What follows belongs to an exercise in optimizing a design on an open flow for small area; a production flow would make more cautious choices. Function was checked by simulation only, so behaviour that the tests miss may differ from the original. Power figures rest on the tool's default switching activity, not on a simulated workload.

## oak
// top
module top(
    input  logic        clk,
    input  logic        SW,
    input  logic        BOOT,
    input  logic [63:0] seed,
    output logic        _48b,
    output logic        _45a
);
    logic [63:0] grid;
    logic [8:0]  hist;
    logic [5:0]  d;         
    logic [3:0]  c;
    logic [4:0]  j;
    logic [6:0]  k;
    logic [1:0]  f;         
    logic        odd;       
    logic        pend;      
    logic        upd;       
    logic        cur;       
    logic rs, cw, ce;       
    assign rs = (d[5:3] != 3'd7);    
    assign cw = (d[2:0] != 3'd0);    
    assign ce = (d[2:0] != 3'd7);    
    logic n0, n1, n2, n3, n4, n5, n6, n7;
    assign n0 = hist[0] & cw;
    assign n1 = hist[6] & ce;
    assign n2 = hist[7];
    assign n3 = hist[8] & cw;
    assign n4 = grid[62] & ce;
    assign n5 = grid[56] & rs & cw;
    assign n6 = grid[55] & rs;
    assign n7 = grid[54] & rs & ce;
  ...
Size: about 100 flip-flops, about 69 I/O pins, about 3500 um2 of cells after synthesis.
==> flow/config.mk <==
export PLATFORM = sky130hd
export DESIGN_NAME = top
export DESIGN_NICKNAME = top
export VERILOG_FILES = /design/flow/design.v
export SDC_FILE = /design/flow/constraint.sdc
export NUM_CORES = 4
export LEC_CHECK = 0
export CAP_MARGIN = 20
export CORE_MARGIN = 2
export CORE_UTILIZATION = 40
export SLEW_MARGIN = 20
export SYNTH_HIERARCHICAL = 1
export SYNTH_MINIMUM_KEEP_SIZE = 0
==> flow/constraint.sdc <==
create_clock -name core_clock -period 10.0 [get_ports {clk}]
set_input_delay 2.0000 -clock core_clock [delete_from_list [all_inputs] [get_ports {clk}]]
set_output_delay 2.0000 -clock core_clock [all_outputs]
set_load 0.01 [all_outputs]
standard.sh (not shown) runs the stock make flow with config.mk's settings and CLKGATE_MAP_FILE= SYNTH_SCRIPT=/design/flow/synth_recipe.tcl, a recipe that flattens the netlist after the stock synthesis.
==> flow/flow/run.sh <==
#!/bin/bash
# The standard layout, with two changes that only affect cell choice:
#  - synthesis maps with an area-oriented ABC script (abc_area.script here)
#    instead of ORFS's speed script; everything else in synthesis is the
#    standard one (synth_recipe.tcl through standard.sh), so registers keep
#    their names and cell types;
#  - the port buffers are the smallest buffer instead of the resizer's pick;
#  - clock tree synthesis adds no dummy loads (the standard arguments plus
#    -dont_use_dummy_load).
# Each step's full output goes to a log file in this folder.
set -euo pipefail
here="$(pwd)"
cp -r "$FLOW_HOME/scripts" "$here/scripts_area"
cp "$here/flow/abc_area.script" "$here/scripts_area/abc_speed.script"
export BUFFER_PORTS_ARGS="-buffer_cell sky130_fd_sc_hd__buf_1"
export CTS_ARGS="-sink_clustering_enable -repair_clock_nets -dont_use_dummy_load"
SCRIPTS_DIR="$here/scripts_area" bash standard.sh synth > "$here/synth.log" 2>&1
bash standard.sh > "$here/layout.log" 2>&1
==> flow/flow/abc_area.script <==
strash
dch
map -a
strash
dch
map -a
strash
&get -n
&dch
&nf -a
&put
topo
stime -c
oak finished all stages; the layout is clean.
The inputs of pine differ from those of oak as listed below.
--- a/flow/flow/run.sh
+++ b/flow/flow/run.sh
@@ -7,3 +7 @@
-#  - the port buffers are the smallest buffer instead of the resizer's pick;
-#  - clock tree synthesis adds no dummy loads (the standard arguments plus
-#    -dont_use_dummy_load).
+#  - the port buffers are the smallest buffer instead of the resizer's pick.
@@ -16 +13,0 @@
-export CTS_ARGS="-sink_clustering_enable -repair_clock_nets -dont_use_dummy_load"
--- outcome ---
First-pass GRT wire length, pine vs oak: up slightly. pine and oak ended up with roughly the same overall via count from detail_route. Summary of pine over oak: switching power of the nets now sits higher, final non-filler cell total now sits higher, largest fanout of any net on the critical path now sits at about the same level. Final-layout non-clock buffer area share: pine vs oak, no meaningful difference. Changes observed in pine relative to oak: sequential share of layout area shrank by 1.0 points, area growth from synthesis to final layout went up 2.4 points, final period demand of the worst path fell 0.018 ns. The post-layout instance area of pine exceeds that of oak by 2.1%.

top, a different RTL version from the one above (not shown whole).
Size in the first run: about 100 flip-flops, about 69 I/O pins, ~3300 um^2 of cells after synthesis.
export LEC_CHECK = 0
export CAP_MARGIN = 20
export CORE_MARGIN = 2
export CORE_UTILIZATION = 40
export SLEW_MARGIN = 20
export SYNTH_HIERARCHICAL = 1
export SYNTH_MINIMUM_KEEP_SIZE = 0
create_clock -name core_clock -period 10.0 [get_ports {clk}]
==> flow/flow/run.sh <==
#!/bin/bash
# The standard layout, with changes that only affect cell choice:
#  - synthesis maps with area-oriented ABC scripts (flow/abc_*.script)
#    instead of ORFS's speed script, and leaves adders to ABC instead of
#    mapping them to full/half-adder cells first.  Synthesis runs once per
#    script and the run with the smallest cell area is kept; everything else
#    in synthesis is the standard one (synth_recipe.tcl through standard.sh),
#    so registers keep their names and cell types;
#  - the port buffers are the smallest buffer instead of the resizer's pick;
#  - clock tree synthesis adds no dummy loads (the standard arguments plus
#    -dont_use_dummy_load).
# Each step's full output goes to a log file in this folder.
set -euo pipefail
here="$(pwd)"
export BUFFER_PORTS_ARGS="-buffer_cell sky130_fd_sc_hd__buf_1"
export CTS_ARGS="-sink_clustering_enable -repair_clock_nets -dont_use_dummy_load"
cp -r "$FLOW_HOME/scripts" "$here/scripts_area"
python3 - "$here/scripts_area/synth.tcl" <<'PY'
import sys
p = sys.argv[1]
s = open(p).read()
key = "# Technology mapping of adders\nif {"
assert s.count(key) == 1
open(p, "w").write(s.replace(key, "# Technology mapping of adders (skipped)\nif { 0 &&"))
PY
stat_file="orfs/reports/$FLOW_PLATFORM/top/base/synth_stat.txt"
best=""
best_area=""
for sc in "$here"/flow/abc_*.script; do
  name="$(basename "$sc" .script)"
  cp "$sc" "$here/scripts_area/abc_speed.script"
  rm -rf "$here/orfs"
  if SCRIPTS_DIR="$here/scripts_area" bash standard.sh synth > "$here/synth_$name.log" 2>&1; then
    area="$(grep "Chip area for top module" "$here/$stat_file" | awk '{print $NF}')"
    echo "$name $area" >> "$here/synth_areas.txt"
    if [[ -z "$best" ]] || python3 -c "import sys; sys.exit(0 if float('$area') < float('$best_area') else 1)"; then
      rm -rf "$here/orfs_best"
      mv "$here/orfs" "$here/orfs_best"
      best="$name"
      best_area="$area"
    fi
  else
    echo "$name failed" >> "$here/synth_areas.txt"
  fi
done
[[ -n "$best" ]]
rm -rf "$here/orfs"
mv "$here/orfs_best" "$here/orfs"
echo "kept $best $best_area" >> "$here/synth_areas.txt"
bash standard.sh > "$here/layout.log" 2>&1
==> flow/flow/abc_1.script <==
&get -n
&st
&dch
&nf -a
&st
&syn2
&if -g -K 6
&synch2
&nf -a
&st
&syn2
&if -g -K 6
&synch2
&nf -a
&st
&dch
&nf -a
&put
topo
stime -c
==> flow/flow/abc_2.script <==
&get -n
&st
&dch
&nf -a -R 1000
&st
&syn2
&if -g -K 6
&synch2
&nf -a -R 1000
&st
&syn2
&if -g -K 6
&synch2
&nf -a -R 1000
&st
&dch
&nf -a -R 1000
&put
topo
stime -c
==> flow/flow/abc_3.script <==
strash
dch
map -a
strash
dch
map -a
strash
&get -n
&dch
&nf -a
&put
topo
stime -c
==> flow/flow/abc_4.script <==
&get -n
&st
&dch -f
&nf -a
&st
&syn2
&if -g -K 6
&synch2
&nf -a
&st
&syn2
&if -g -K 6
&synch2
&nf -a
&st
&dch -f
&nf -a
&put
topo
stime -c
==> flow/flow/abc_5.script <==
&get -n
&st
&dch
&nf -a
&st
&dch
&nf -a
&st
&dch
&nf -a
&put
topo
stime -c
==> flow/flow/abc_6.script <==
&get -n
&st
&dch
&nf -a
&st
&syn2
&if -g -K 6
&synch2
&nf -a
&st
&syn2
&if -g -K 6
&synch2
&nf -a
&st
&dch
&nf -a
&st
&syn2
&if -g -K 6
&synch2
&nf -a
&st
&dch
&nf -a
&put
topo
stime -c
The first run passed the timing, design-rule and antenna checks.
Change:
==> flow/flow/run.sh (replaced) <==
#!/bin/bash
# The standard layout, with changes that only affect cell choice:
#  - synthesis maps with an area-oriented ABC script (abc_area.script here)
#    instead of ORFS's speed script, and leaves adders to ABC instead of
#    mapping them to full/half-adder cells first; everything else in
#    synthesis is the standard one (synth_recipe.tcl through standard.sh), so
#    registers keep their names and cell types;
#  - the port buffers are the smallest buffer instead of the resizer's pick;
#  - clock tree synthesis adds no dummy loads (the standard arguments plus
#    -dont_use_dummy_load).
# Each step's full output goes to a log file in this folder.
set -euo pipefail
here="$(pwd)"
cp -r "$FLOW_HOME/scripts" "$here/scripts_area"
cp "$here/flow/abc_area.script" "$here/scripts_area/abc_speed.script"
python3 - "$here/scripts_area/synth.tcl" <<'PY'
import sys
p = sys.argv[1]
s = open(p).read()
key = "# Technology mapping of adders\nif {"
assert s.count(key) == 1
open(p, "w").write(s.replace(key, "# Technology mapping of adders (skipped)\nif { 0 &&"))
PY
export BUFFER_PORTS_ARGS="-buffer_cell sky130_fd_sc_hd__buf_1"
export CTS_ARGS="-sink_clustering_enable -repair_clock_nets -dont_use_dummy_load"
SCRIPTS_DIR="$here/scripts_area" bash standard.sh synth > "$here/synth.log" 2>&1
bash standard.sh > "$here/layout.log" 2>&1
==> flow/flow/abc_area.script (new file) <==
&get -n
&st
&dch
&nf -a
&st
&syn2
&if -g -K 6
&synch2
&nf -a
&st
&syn2
&if -g -K 6
&synch2
&nf -a
&st
&dch
&nf -a
&put
topo
stime -c
removed: flow/flow/abc_1.script
removed: flow/flow/abc_2.script
removed: flow/flow/abc_3.script
removed: flow/flow/abc_4.script
removed: flow/flow/abc_5.script
removed: flow/flow/abc_6.script
Result: Global-route usage climbs by 0.84 points. Cell area grows by 0.39%. Routed wire length went up by 5.2%. Combinational power grows by about 6%. Total power is higher by 3.7%. Die area climbs by 0.65%. Area after synthesis is higher by 0.68%. Clock power increases by about 3%.

port drivers added, routing unchanged:
In the flow no input, the clock included, has a driving cell. The finished layouts below were timed again as built, in two steps. Step 1: set_driving_cell puts a clkbuf_16 on clk and a buf_2 on each other input, an assumption about the parent block. Step 2, shift: input delay + t, output delay - t, t = (earliest + latest rising clock arrival at the registers) / 2. This alone moves slack from input paths to output paths. a / b / c = ideal / step 1 / step 2; a / b = the first two.
| run | t, ns | slack for setup (ns) | worst slew at a driven data input, ns |
|---|---|---|---|
| oak | 0.370 | 6.440 / 6.450 / 6.080 | 0.05 |
| pine | 0.381 | 6.459 / 6.468 / 6.089 | 0.05 |
| the first run of note 2 | 0.362 | 6.551 / 6.521 / 6.309 | 0.05 |
| the second run of note 2 | 0.382 | 6.406 / 6.376 / 6.306 | 0.05 |
After both steps every run listed still meets setup and hold. For pine, which loses most, drivers alone change the setup slack by +0.009 ns; drivers and shift together by -0.370 ns.
